This design comes from an exercise in tuning for small area and a short achievable clock period on the open sky130 flow, not from production work. Only simulation tests tie the RTL to the original design; equivalence was not proved. No activity file was given, so power comes from the tool's default toggle rates.

==> design/flow/design.v <==
module alu32 ( input [5:0] op,       
               input [31:0] rv1,     
               input [31:0] rv2,     
               output [31:0] rvout   
             );
    localparam ADD   = 6'd0;
    localparam SLL   = 6'd1;
    localparam SLT   = 6'd2;
    localparam SLTU  = 6'd3;
    localparam XOR   = 6'd4;
    localparam SRL   = 6'd5;
    localparam OR    = 6'd6;
    localparam AND   = 6'd7;
    localparam SRA   = 6'd8;
    localparam SUB   = 6'd9;
    reg [31:0] rvout_r;
    always @(op, rv1, rv2) begin
        case(op)
            ADD:
                rvout_r = rv1 + rv2;
            SUB:
                rvout_r = rv1 - rv2;
            SLL:
                rvout_r = rv1 << rv2[4:0];
            SLT:
                rvout_r = $signed(rv1) < $signed(rv2);
            SLTU:
                rvout_r = rv1 < rv2;
            XOR:
                rvout_r = rv1 ^ rv2;
            SRL:
                rvout_r = rv1 >> rv2[4:0];
            SRA:
                rvout_r = $signed(rv1) >>> rv2[4:0];
            OR:
                rvout_r = rv1 | rv2;
            AND:
                rvout_r = rv1 & rv2;
            default:
                rvout_r = 32'b0;
        endcase
    end
    assign rvout = rvout_r;
endmodule
module regfile ( input [4:0] rs1,      
                 input [4:0] rs2,      
                 input [4:0] rd,       
                 input we,             
                 input [31:0] wdata,   
                 output [31:0] rv1,    
                 output [31:0] rv2,    
                 input clk             
               );
    reg [31:0] internalRegisters [0:31];
    reg [31:0] rv1_r, rv2_r;
    always @(posedge clk) begin
        if (we == 1'b1) begin
            if(rd == 5'd0)
                internalRegisters[rd] <= 32'd0;
            else
                internalRegisters[rd] <= wdata;
        end
    end
    assign rv1 = (rs1 == 5'd0) ? 32'd0 : internalRegisters[rs1];
    assign rv2 = (rs2 == 5'd0) ? 32'd0 : internalRegisters[rs2];
endmodule
module control ( input [31:0] idata,     
                 input reset,            
                 output branch,          
                 output jump,            
                 output dMEMToReg,       
                 output [5:0] aluOp,     
                 output [4:0] rs1,       
                 output [4:0] rs2,       
                 output [4:0] rd,        
                 output regOrImm,        
                 output regWrite         
               );
    reg dMEMToReg_r, regOrImm_r, regWrite_r, branch_r, jump_r;
    reg [5:0] aluOp_r;
    reg [4:0] rs1_r, rs2_r, rd_r;
    localparam LUI = 7'b0110111;
    localparam AUIPC = 7'b0010111;
    localparam JAL = 7'b1101111;
    localparam JALR = 7'b1100111;
    localparam BXX = 7'b1100011;
    localparam LXX = 7'b0000011;
    localparam SXX = 7'b0100011;
    localparam IXX = 7'b0010011;
    localparam RXX = 7'b0110011;
    always @(*) begin
        case(idata[6:0])
            LUI,
            AUIPC: begin
                branch_r = 1'b0;
                jump_r = 1'b0;
                dMEMToReg_r = 1'b0;
                aluOp_r = 6'd0;
                rs1_r = 5'd0;
                rs2_r = 5'd0;
                rd_r = idata[11:7];
                regOrImm_r = 1'b1;
                regWrite_r = 1'b1;
            end
            JAL: begin
                branch_r = 1'b0;
                jump_r = 1'b1;
                dMEMToReg_r = 1'b0;
                aluOp_r = 6'd0;
                rs1_r = 5'd0;
                rs2_r = 5'd0;
                rd_r = idata[11:7];
                regOrImm_r = 1'b0;
                regWrite_r = 1'b1;
            end
            JALR: begin
                branch_r = 1'b0;
                jump_r = 1'b1;
                dMEMToReg_r = 1'b0;
                aluOp_r = 6'd0;
                rs1_r = idata[19:15];
                rs2_r = 5'd0;
                rd_r = idata[11:7];
                regOrImm_r = 1'b0;
                regWrite_r = 1'b1;
            end
            BXX: begin
                branch_r = 1'b1;
                jump_r = 1'b0;
                dMEMToReg_r = 1'b0;
                case(idata[14:12])
                    3'd0:    
                        aluOp_r = 6'd9;
                    3'd1:    
                        aluOp_r = 6'd9;
                    3'd4:    
                        aluOp_r = 6'd2;
                    3'd5:    
                        aluOp_r = 6'd2;
                    3'd6:    
                        aluOp_r = 6'd3;
                    3'd7:    
                        aluOp_r = 6'd3;
                    default:
                        aluOp_r = 6'd15;
                endcase
                rs1_r = idata[19:15];
                rs2_r = idata[24:20];
                rd_r = 5'd0;
                regOrImm_r = 1'b0;
                regWrite_r = 1'b0;
            end
            LXX: begin
                branch_r = 1'b0;
                jump_r = 1'b0;
                dMEMToReg_r = 1'b1;
                aluOp_r = 6'd0;
                rs1_r = idata[19:15];
                rs2_r = 5'd0;
                rd_r = idata[11:7];
                regOrImm_r = 1'b1;
                regWrite_r = 1'b1;
            end
            SXX: begin
                branch_r = 1'b0;
                jump_r = 1'b0;
                dMEMToReg_r = 1'b0;
                aluOp_r = 6'd0;
                rs1_r = idata[19:15];
                rs2_r = idata[24:20];
                rd_r = 5'd0;
                regOrImm_r = 1'b1;
                regWrite_r = 1'b0;
            end
            IXX: begin
                branch_r = 1'b0;
                jump_r = 1'b0;
                dMEMToReg_r = 1'b0;
                case (idata[14:12])
                    3'd0,    
                    3'd2,    
                    3'd3,    
                    3'd4,    
                    3'd6,    
                    3'd7:    
                        aluOp_r = {3'd0, idata[14:12]};
                    3'd1:    
                        aluOp_r = {3'd0, idata[14:12]};
                    3'd5:    
                        aluOp_r = (idata[30]) ? 6'd8:6'd5;
                    default:
                        aluOp_r = {3'd0, idata[14:12]};
                endcase
                rs1_r = idata[19:15];
                rs2_r = 5'd0;
                rd_r = idata[11:7];
                regOrImm_r = 1'b1;
                regWrite_r = 1'b1;
            end
            RXX: begin
                branch_r = 1'b0;
                jump_r = 1'b0;
                dMEMToReg_r = 1'b0;
                case(idata[14:12])
                    3'd1,    
                    3'd2,    
                    3'd3,    
                    3'd4,    
                    3'd6,    
                    3'd7:    
                        aluOp_r = {3'd0, idata[14:12]};
                    3'd0:    
                        aluOp_r = (idata[30]) ? 6'd9:6'd0;
                    3'd5:    
                        aluOp_r = (idata[30]) ? 6'd8:6'd5;
                    default:
                        aluOp_r = {3'd0, idata[14:12]};
                endcase
                rs1_r = idata[19:15];
                rs2_r = idata[24:20];
                rd_r = idata[11:7];
                regOrImm_r = 1'b0;
                regWrite_r = 1'b1;
            end
            default: begin  
                branch_r = 1'b0;
                jump_r = 1'b0;
                dMEMToReg_r = 1'b0;
                aluOp_r = 6'd0;
                rs1_r = 5'd0;
                rs2_r = 5'd0;
                rd_r = 5'd0;
                regOrImm_r = 1'b0;
                regWrite_r = 1'b0;
            end
        endcase
    end
    assign branch = ~reset & branch_r;
    assign jump = ~reset & jump_r;
    assign dMEMToReg = ~reset & dMEMToReg_r;
    assign aluOp = ~reset & aluOp_r;
    assign rs1 = ~reset & rs1_r;
    assign rs2 = ~reset & rs2_r;
    assign rd = ~reset & rd_r;
    assign regOrImm = ~reset & regOrImm_r;
    assign regWrite = ~reset & regWrite_r;
endmodule
module immGen ( input [31:0] idata,      
                output [31:0] imm        
              );
    localparam LUI = 7'b0110111;
    localparam AUIPC = 7'b0010111;
    localparam JAL = 7'b1101111;
    localparam JALR = 7'b1100111;
    localparam BXX = 7'b1100011;
    localparam LXX = 7'b0000011;
    localparam SXX = 7'b0100011;
    localparam IXX = 7'b0010011;
    localparam RXX = 7'b0110011;
    reg [31:0] imm_r;
    always @(*) begin
        case(idata[6:0])
            LUI,
            AUIPC:
                imm_r = idata[31:12] << 12;
            JAL:
                imm_r = $signed({idata[31], idata[19:12], idata[20], idata[30:21], 1'b0});
            BXX:
                imm_r = $signed({idata[31], idata[7], idata[30:25], idata[11:8], 1'b0});
            SXX:
                imm_r = $signed({idata[31:25], idata[11:7]});
            LXX,
            JALR:
                imm_r = $signed(idata[31:20]);
            IXX:
                case(idata[14:12])
                    3'd0,        
                    3'd2,        
                    3'd3,        
                    3'd4,        
                    3'd6,        
                    3'd7:        
                        imm_r = $signed(idata[31:20]);
                    3'd1,        
                    3'd5:        
                        imm_r = {27'b0, idata[24:20]};
                    default:
                        imm_r = 32'b0;
                endcase
            RXX:
                imm_r = 32'b0;
            default:
                imm_r = 32'b0;
        endcase
    end
    assign imm = imm_r;
endmodule
module cpu ( input clk,              
             input reset,            
             output reg [31:0] iaddr,    
             input [31:0] idata,     
             output [31:0] daddr,    
             input [31:0] drdata,    
             output [31:0] dwdata,   
             output [3:0] dwe        
           );
    wire branch, jump;
    wire dMEMMuxSel, immMuxSel;
    wire we_RF;
    wire [4:0] rs1_RF, rs2_RF, rd_RF;
    wire [31:0] wdata_RF, rv1_RF, rv2_RF;
    reg [31:0] drdata_RF;
    wire [5:0] op_ALU;
    wire [31:0] rv1_ALU, rv2_ALU, out_ALU;
    wire [31:0] immediate;
    reg [3:0] dwe_r;
    reg [31:0] maskedDWData_r;
    localparam LUI = 7'b0110111;
    localparam AUIPC = 7'b0010111;
    localparam JAL = 7'b1101111;
    localparam JALR = 7'b1100111;
    localparam BXX = 7'b1100011;
    localparam LXX = 7'b0000011;
    localparam SXX = 7'b0100011;
    localparam IXX = 7'b0010011;
    localparam RXX = 7'b0110011;
    always @(posedge clk) begin
        if (reset) begin           
            iaddr <= -4;
        end
        else begin
            if (jump) begin        
                if (idata[6:0]==JALR)
                    iaddr <= ((immediate+rv1_RF) >> 1) << 1;
                else if (idata[6:0]==JAL)
                    iaddr <= immediate + iaddr;
            end 
            else if (branch) begin     
                iaddr <= iaddr + 32'd4;
                case(idata[14:12])
                    3'd0: begin    
                        if (out_ALU == 32'b0)
                            iaddr <= immediate + iaddr;
                    end
                    3'd1: begin    
                        if (out_ALU != 32'b0)
                            iaddr <= immediate + iaddr;
                    end
                    3'd4: begin    
                        if (out_ALU == 32'b1)
                            iaddr <= immediate + iaddr;
                    end
                    3'd5: begin    
                        if (out_ALU == 32'b0)
                            iaddr <= immediate + iaddr;
                    end
                    3'd6: begin    
                        if (out_ALU == 32'b1)
                            iaddr <= immediate + iaddr;
                    end
                    3'd7: begin    
                        if (out_ALU == 32'b0)
                            iaddr <= immediate + iaddr;
                    end
                    default:
                        iaddr <= iaddr + 32'd4;
                endcase
            end else     
                iaddr <= iaddr + 32'd4; 
        end
    end
    control cntrl(
        .idata(idata),
        .reset(reset),
        .branch(branch),
        .jump(jump),
        .dMEMToReg(dMEMMuxSel),
        .aluOp(op_ALU),
        .rs1(rs1_RF),
        .rs2(rs2_RF),
        .rd(rd_RF),
        .regOrImm(immMuxSel),
        .regWrite(we_RF)
    );
    immGen ig(
        .idata(idata),
        .imm(immediate)
    );
    regfile rf(
        .clk(clk),
        .rs1(rs1_RF),
        .rs2(rs2_RF),
        .rd(rd_RF),
        .we(we_RF),
        .wdata(wdata_RF),
        .rv1(rv1_RF),
        .rv2(rv2_RF)
    );
    alu32 alu(
        .op(op_ALU),
        .rv1(rv1_ALU),
        .rv2(rv2_ALU),
        .rvout(out_ALU)
    );
    assign rv1_ALU = (idata[6:0] == JAL | idata[6:0] == JALR) ? iaddr+32'd4 : (idata[6:0] == AUIPC) ? iaddr : rv1_RF;
    assign rv2_ALU = (immMuxSel) ? immediate : rv2_RF;
    assign wdata_RF = (dMEMMuxSel) ? drdata_RF : out_ALU;
    assign dwe = {4{~reset}} & dwe_r;
    assign daddr = out_ALU;
    assign dwdata = {32{~reset}} & maskedDWData_r;
    always @(*) begin
        if (idata[6:0] == SXX) begin
            case(idata[14:12])
                3'b000: begin                               
                    maskedDWData_r = {4{rv2_RF[7:0]}};      
                    case(daddr[1:0])
                        2'b00:
                            dwe_r = 4'b0001;
                        2'b01:
                            dwe_r = 4'b0010;
                        2'b10:
                            dwe_r = 4'b0100;
                        2'b11:
                            dwe_r = 4'b1000;
                    endcase
                end
                3'b001: begin                                
                    maskedDWData_r = {2{rv2_RF[15:0]}};      
                    case(daddr[1:0])
                        2'b00:
                            dwe_r = 4'b0011;
                        2'b10:
                            dwe_r = 4'b1100;
                        default:
                            dwe_r = 4'b0000;
                    endcase
                end
                3'b010: begin                               
                    maskedDWData_r = rv2_RF;
                    case(daddr[1:0])
                        2'b00:
                            dwe_r = 4'b1111;
                        default:
                            dwe_r = 4'b0000;
                    endcase
                end
                default: begin
                    maskedDWData_r = 32'b0;
                    dwe_r = 4'b0000;
                end
            endcase
        end
        else begin
            dwe_r = 4'b0000;
            maskedDWData_r = 32'b0;
        end
    end
    always @(*) begin
        if (idata[6:0] == LXX) begin              
            case(idata[14:12])
                3'b000: begin                      
                    case(daddr[1:0])
                        2'b00:
                            drdata_RF = $signed(drdata[7:0]);
                        2'b01:
                            drdata_RF = $signed(drdata[15:8]);
                        2'b10:
                            drdata_RF = $signed(drdata[23:16]);
                        2'b11:
                            drdata_RF = $signed(drdata[31:24]);
                    endcase
                end
                3'b001: begin                     
                    case(daddr[1:0])
                        2'b00:
                            drdata_RF = $signed(drdata[15:0]);
                        2'b10:
                            drdata_RF = $signed(drdata[31:16]);
                        default:
                            drdata_RF = 32'b0;
                    endcase
                end
                3'b010: begin                    
                    drdata_RF = drdata;
                end
                3'b100: begin                   
                    case(daddr[1:0])
                        2'b00:
                            drdata_RF = drdata[7:0];
                        2'b01:
                            drdata_RF = drdata[15:8];
                        2'b10:
                            drdata_RF = drdata[23:16];
                        2'b11:
                            drdata_RF = drdata[31:24];
                    endcase
                end
                3'b101: begin                  
                    case(daddr[1:0])
                        2'b00:
                            drdata_RF = drdata[15:0];
                        2'b10:
                            drdata_RF = drdata[31:16];
                        default:
                            drdata_RF = 32'b0;
                    endcase
                end
                default: begin
                    drdata_RF = 32'b0;
                end
            endcase
        end
        else
            drdata_RF = 32'b0;
    end
endmodule
==> design/flow/run.sh <==
#!/bin/bash
# synth_recipe.tcl (not shown) runs the flow's synth.tcl, then flattens the netlist and writes it again
# the make line also repeats each setting of config.mk as NAME=value (left out here)
make -C /OpenROAD-flow-scripts/flow DESIGN_CONFIG=/design/flow/config.mk WORK_HOME=/design/flow/orfs CLKGATE_MAP_FILE= SYNTH_SCRIPT=/design/flow/synth_recipe.tcl finish
==> design/flow/config.mk <==
export PLATFORM = sky130hd
export DESIGN_NAME = cpu
export DESIGN_NICKNAME = cpu
export VERILOG_FILES = /design/flow/design.v
export SDC_FILE = /design/flow/constraint.sdc
export NUM_CORES = 4
export LEC_CHECK = 0
export CAP_MARGIN = 20
export CORE_MARGIN = 2
export CORE_UTILIZATION = 35
export PLACE_DENSITY = 0.5
export SETUP_SLACK_MARGIN = 0.4
export SLEW_MARGIN = 20
==> design/flow/constraint.sdc <==
create_clock -name core_clock -period 13.0 [get_ports {clk}]
set_input_delay 2.6000 -clock core_clock [delete_from_list [all_inputs] [get_ports {clk}]]
set_output_delay 2.6000 -clock core_clock [all_outputs]
set_load 0.01 [all_outputs]
==> run summary <==
==> critical path: cells and delay by family <==
| family | cells | cell delay [ns] |
|---|---|---|
| AOI/OAI and AO/OA | 13 | 2.68 |
| adders and majority gates | 1 | 0.31 |
| buffers and inverters | 12 | 3.08 |
| and+or+nand+nor | 8 | 1.14 |
==> final cells by class <==
cell class,count,area (um^2)
fillers,19000,113000
multi-input cells,5573,34600
flip-flops and latches,1056,31400
repair buffers,869,7840
well taps,2542,3180
clock buffers,147,3100
clock inverters,75,752
inverters,179,677
diodes,5,12.5
==> where the power goes <==
| part | switching, mW | internal (mW) |
|---|---|---|
| logic | 0.966 | 0.625 |
| registers | 0.0866 | 3.71 |
| clock network | 1.51 | 1.90 |
| total | 2.56 | 6.23 |
==> worst min path at each step <==
stage                      endpoint  slack, ns  cells after the start
final                     iaddr[14]       0.71                      2
after global routing      iaddr[14]       0.76                      2
after CTS                 iaddr[14]       0.71                      2
after detailed placement  iaddr[14]       0.69                      2
after global placement    iaddr[14]       0.69                      2
after floorplan            iaddr[0]       0.55                      2
==> through the flow <==
| stage | setup TNS (ns) | utilization [%] | hold slack (ns) | total power, mW | area [um^2] |
|---|---|---|---|---|---|
| after floorplan | 0 | - | 0.551 | 4.69 | 68300 |
| after global placement | -0.167 | 39.5 | 0.691 | 5.37 | 76700 |
| after detailed placement | -0.0217 | 39.5 | 0.694 | 5.38 | 76700 |
| after CTS | 0 | 41.6 | 0.705 | 8.75 | 80800 |
| after global routing | 0 | 41.9 | 0.762 | 9.02 | 81500 |
| final | 0 | 41.9 | 0.712 | 8.79 | 81500 |
==> flip-flops by register name, summed over array words and instances, names as in the netlist <==
name	flops
iaddr	32
rf.internalRegisters	1024
==> cells in the mapped netlist, types with 34 or more instances <==
master     number  share of area (%)
edfxtp_1     1024                 45
a221oi_1      119                1.5
nand3_1       548                4.0
buf_1          98               0.54
xor2_1         44               0.56
o21a_1         60               0.66
a21oi_1       478                3.5
and2_1         34               0.31
a211oi_1      114                1.3
inv_1         170               0.93
o221ai_1       50               0.64
a31oi_1       137                1.3
xnor2_1        50               0.64
a221o_1        40               0.59
a311oi_1       41               0.53
mux2_2         49               0.81
and3_1         77               0.71
buf_4          38               0.42
a31o_2         37               0.47
o22ai_1        95               0.87
buf_2         119               0.87
a2111oi_0      66               0.85
nor2_1        456                2.5
nor3_1        141                1.0
a21o_1         77               0.85
ha_1          159                2.9
clkbuf_1      315                1.7
mux2i_1        86                1.3
o21ai_0       258                1.9
a22oi_1        46               0.51
o211ai_1      162                1.8
or3_1          39               0.36
nand2_1      1455                8.0
==> logic make-up (layout without fill, tap and decap cells) <==
| logic type | after synthesis | in the layout | share of synthesized area, % |
|---|---|---|---|
| fa+ha+maj | 163 | 163 | 3.03 |
| flops | 1056 | 1056 | 46.0 |
| buf+inv | 775 | 1270 | 4.97 |
| xor+xnor | 94 | 94 | 1.21 |
| other cells | 0 | 5 | 0 |
| compound gates | 2175 | 2175 | 22.4 |
| simple gates | 2979 | 2979 | 19.5 |
| mux | 162 | 162 | 2.94 |
==> metal layers <==
metal | global-route usage, % | wire length (um) | vias to the layer above
met2 | 54.5 | 161000 | 5342
met4 | 26.2 | 32600 | 16
met5 | 0 | 109 | -
met1 | 46.9 | 142000 | 34400
li1 | - | - | 28800
met3 | 9.07 | 45700 | 1355
==> repair_timing <==
item | CTS | global route
endpoints found under the setup margin | 14 | 19
setup buffers | 8 | 21
resized for setup | 37 | 91
pin swaps | 4 | 22
cloned | 0 | 6
==> results.ini <==
[critical_path]
crit_type = in2out
critPathLaunchType = primary input
critical_path.endpoint = dwe[0]
endpoint_kind = output port
rr_endpoint = iaddr[15]
path_max_fanout = 19
worst_path_most_repeated_cell = buf_4
crit_path_max_incr_delay_ns = 0.56
crit_slowest_cell = clkdlybuf4s50_1
r2r_start = iaddr[2]
critPathLaunch = idata[0]
worst-r2r-cell-count = 30
r2r_slack_ns = 4.36
cp_data_required_time_ns = 10.40
arrival_ns = 9.88

[cts]
cts-hold-fix-buffers = 0
clk_pin_slew_ns = 0.06
clk_latency_ns = 0.81
cts_root_buffer = clkbuf_16
h-tree-depth = 3
cts_buffers = 118
cts_tree = done
cts_buffer_depth = 3
cts_sinks = 1056

[synthesis]
yosysWarnings = 5
avgSynthCellArea_um2 = 9.22
syn_nets = 7633
synth-edff-count = 1024
mappedNetlistArea_um2 = 68300
async_flop_share_pct = 0
ys_seq_area_share_pct = 46.0
postSynthCellCount = 7404
synth_seq_cells = 1056
synth_ff_type = edfxtp_1
synth.distinct_cells = 118

[cells_and_area]
instances_no_fill = 10400
nets = 8026
area_delta_synth_final_pct = 19.4
drive_gt1_share_pct = 15.6
final_cell_mix = nand2_1, edfxtp_1, buf_4, nand3_1, a21oi_1
final_common_cell = nand2_1

[sta]
skew_ns = 0.125
grt_setup_unrepaired = no
hold_viol_final = 0
slew_viol_final = 0
finalCriticalPeriod_ns = 12.48
relSlewSlack_pct = 22.3
setup_viol = 0
fin_ws_ns = 0.518
period_share_pct = 96.0
tightest_slew_ns = 1.17
fmax_ghz = 0.0801

[die]
dieWidth_um = 446
core_area_um2 = 194000
die_area_um2 = 199000
row_count = 162
ios = 166
start_util_pct = 35.1
die_h_um = 446

[place]
dp_hpwl_um = 253000
numPortBuffers = 165
place_ws_ns = -0.0217
dp.cells = 10200
gp_congestion = 1.08

[pwr]
leakagePower_nw = 29.9
power.density_nw_per_um2 = 108
max-vdd-ir-drop_mv = 0.115

[drt]
dr.pass1.iters = 8
vias = 69900
drt_iter0_drc = 11400
routed_wl_um = 381000
ant_nets = 0
vias_per_cell = 6.69
drc = 0
wire_per_inst_um = 36.5

[global_routing]
grt_max_degree = 83
overflow = 0
antenna_found_initial = 17
grtUsageTotal_pct = 36.8
grt_pass1_vias = 65000
grt_pass1_wl_um = 519000

[run]
max-cap-violations = 0

[hold_path]
hold_class = reg2reg
worstHoldStart = iaddr[14]

[status]
outcome = finished clean

==> port drivers added, routing unchanged <==
In the flow no input, the clock included, has a driving cell. The finished layout below was timed again as built, in two steps. Step 1, drivers: a clkbuf_16 drives clk and a buf_2 each remaining input, both assumed. Step 2 adds t to the input delays and takes it off the output delays; t is the mean of the earliest and latest rising clock arrival at the registers after step 1. Input paths then give back, and output paths get back, about the clock's delay inside the block. Slacks: ideal / step 1 / step 2; pairs: ideal / step 1.
t (ns): 0.852
slack for setup (ns): 0.518 / 0.436 / 0.436
slew at the worst register clock pin (ns): 0.07 / 0.07
After both steps setup and hold are still met in this run. For this run, drivers alone change the setup slack by -0.082 ns; drivers and shift together by -0.082 ns.
